Source: an optimization exercise on an open RTL-to-GDS flow (aim: small area, a short achievable clock period and few clock cycles). Production flows keep margins and buffers that such runs may drop.
Only simulation tests tie the RTL to the original design; equivalence was not proved.
No activity file was given, so power comes from the tool's default toggle rates.

Setup of job 8065:
// Top
module Top (
    input clk,
    input rst,
    output halt,
    input [31:0] M_ld_data,
    output [3:0] M_dm_w_en,
    output [15:0] M_alu_out_15_0,
    output [31:0] M_rs2_data,
    output [15:0] pc_15_0,
    input [31:0] inst
);
    localparam OP_LUI   = 5'b01101;
    localparam OP_AUIPC = 5'b00101;
    localparam OP_JAL   = 5'b11011;
    localparam OP_JALR  = 5'b11001;
    localparam OP_BR    = 5'b11000;
    localparam OP_LD    = 5'b00000;
    localparam OP_ST    = 5'b01000;
    localparam OP_IMM   = 5'b00100;
    localparam OP_OP    = 5'b01100;
    localparam OP_SYS   = 5'b11100;
    reg [31:0] pc;
    reg        x_valid;
    reg        halt_q;
    reg [31:0] x_a;         
    reg [31:0] x_b;         
    reg [31:0] x_c;         
    reg [4:0]  x_rd;
    reg [2:0]  x_f3;
    reg        x_wr;        
    reg        x_ld;
    reg        x_st;
    reg        x_br;
    reg        x_jalr;
    reg        x_link;      
    reg        x_ecall;
    reg [4:0]  x_sh;        
    reg        x_sra;
    reg        r_add, r_sub, r_shl, r_shr, r_slt, r_sltu, r_xor, r_or, r_and;
    reg        m_eq, m_ne, m_lt, m_ge, m_ltu, m_geu;
    reg        l_lo, l_mid, l_hi, l_sb, l_sh;
    wire [31:0] sum;
    wire [31:0] diff;
    wire sum_co, diff_co;
    Adder #(.W(32)) add_sum (.a(x_a), .b(x_b), .ci(1'b0), .s(sum), .co(sum_co));
    Adder #(.W(32)) add_diff (.a(x_a), .b(~x_b), .ci(1'b1), .s(diff), .co(diff_co));
    wire ltu = ~diff_co;
    wire lt = (x_a[31] ^ x_b[31]) ? x_a[31] : diff[31];
    wire eq = (x_a == x_b);
    wire [31:0] a_rev;
    genvar gi;
    generate
        for (gi = 0; gi < 32; gi = gi + 1) begin : g_rev
  ...
==> flow/config.mk <==
export PLATFORM = sky130hd
export DESIGN_NAME = Top
export DESIGN_NICKNAME = Top
export VERILOG_FILES = /design/flow/design.v
export SDC_FILE = /design/flow/constraint.sdc
export NUM_CORES = 4
export LEC_CHECK = 0
export CAP_MARGIN = 20
export CELL_PAD_IN_SITES_DETAIL_PLACEMENT = 1
export CELL_PAD_IN_SITES_GLOBAL_PLACEMENT = 1
export CORE_MARGIN = 2
export CORE_UTILIZATION = 45
export CTS_CLUSTER_DIAMETER = 100
export CTS_CLUSTER_SIZE = 22
export GPL_ROUTABILITY_DRIVEN = 1
export PLACE_DENSITY = 0.7
export SETUP_SLACK_MARGIN = 5
export SLEW_MARGIN = 20
==> flow/constraint.sdc <==
create_clock -name core_clock -period 10.0 [get_ports {clk}]
set_input_delay 2.0000 -clock core_clock [delete_from_list [all_inputs] [get_ports {clk}]]
set_output_delay 2.0000 -clock core_clock [all_outputs]
set_load 0.01 [all_outputs]
run.sh (not shown) runs the stock make flow with config.mk's settings and CLKGATE_MAP_FILE= SYNTH_SCRIPT=/design/flow/synth_recipe.tcl, a recipe that flattens the netlist after the stock synthesis.
Testbench counts of job 8065, summed over its fixed seeds: cycles 337,112.
What job 8842 does differently from job 8065 at the input level:
- swapping 0.7 for 0.6 in PLACE_DENSITY
- putting TNS_END_PERCENT at 5 where nothing was set
Notes after the runs:
- On non-clock buffer count: job 8842 sits below job 8065.
- Job 8842: detailed-placement wirelength estimate 3.2% above job 8065
- The setup slack in job 8842 sits 0.20 ns below the value recorded for job 8065.
- In the tables for job 8842 and job 8065, combinational share of power reads lower with job 8842.
- Final core utilization: job 8842 and job 8065 compared, lower one is job 8842
- Between job 8842 and job 8065, it is job 8842 whose met2 capacity usage during global routing is higher, by 4.8 points.
- Compared to job 8065, the routing of job 8842 uses more wire.
For job 5215, these inputs were changed with respect to job 8842:
- TNS_END_PERCENT removed (was 5)
==> results.txt <==
Of the two values seen for type of the worst setup path, flop to primary output was produced by job 5215 and input port to flop by job 8842.
Critical path depth: job 5215 vs job 8842 down 6
On total power, the higher figure sits with job 5215, not job 8842.
Diff job 5215 and job 8842: proportion of layout cells with a drive suffix above 1 higher in job 5215
Changes observed in job 5215 relative to job 8842: internal power increased by about 2.7% relative to the old numbers, number of gates resized after CTS picked up an extra 76.
Multi-input gate share of the layout cell area of job 5215 is on par with job 8842.
The share of total power in the clock network reported for job 5215 is smaller than that of job 8842 by 0.2 points.
Design area (higher): job 5215
Compared with job 8842, in job 5215 number of antenna diodes went down 2; worst setup slack after layout rose 0.11 ns.
For job 4788, these inputs were changed with respect to job 5215:
- PLACE_DENSITY now 0.65, was 0.6
## What came out
Count of clock-buffer cells in the layout, job 5215 and job 4788, higher one = job 5215. Comparing job 5215 and job 4788, the higher fraction of power consumed by combinational cells is on job 4788. Fraction of area in multi-input gates came out higher on job 4788 than on job 5215. Wire length of the first global-routing pass (job 4788 over job 5215): decrease, about 1.3%.

what the ideal ports hide:
Ports are ideal in the flow. The routed layouts listed here were re-timed in OpenROAD. Step 1: set_driving_cell puts a clkbuf_16 on clk and a buf_2 on each other input, an assumption about the parent block. Step 2 times the ports against the registers' clock, not the clock port: input delays grow and output delays shrink by t, the midpoint of the rising clock arrivals with the driver on. Three values: ideal ports, drivers, drivers and shift; two values: the first two.
run	t, ns	setup WS [ns]	latest minus earliest clock arrival (ns)
job 8065	0.799	4.828 / 4.773 / 4.141	0.068 / 0.069
job 8842	0.822	4.633 / 4.655 / 3.875	0.056 / 0.056
job 5215	0.803	4.746 / 4.663 / 4.130	0.057 / 0.057
job 4788	0.834	4.828 / 4.747 / 4.074	0.096 / 0.097
After both steps every run listed still meets setup and hold. For job 8842, which loses most, drivers alone change the setup slack by +0.022 ns; drivers and shift together by -0.758 ns.
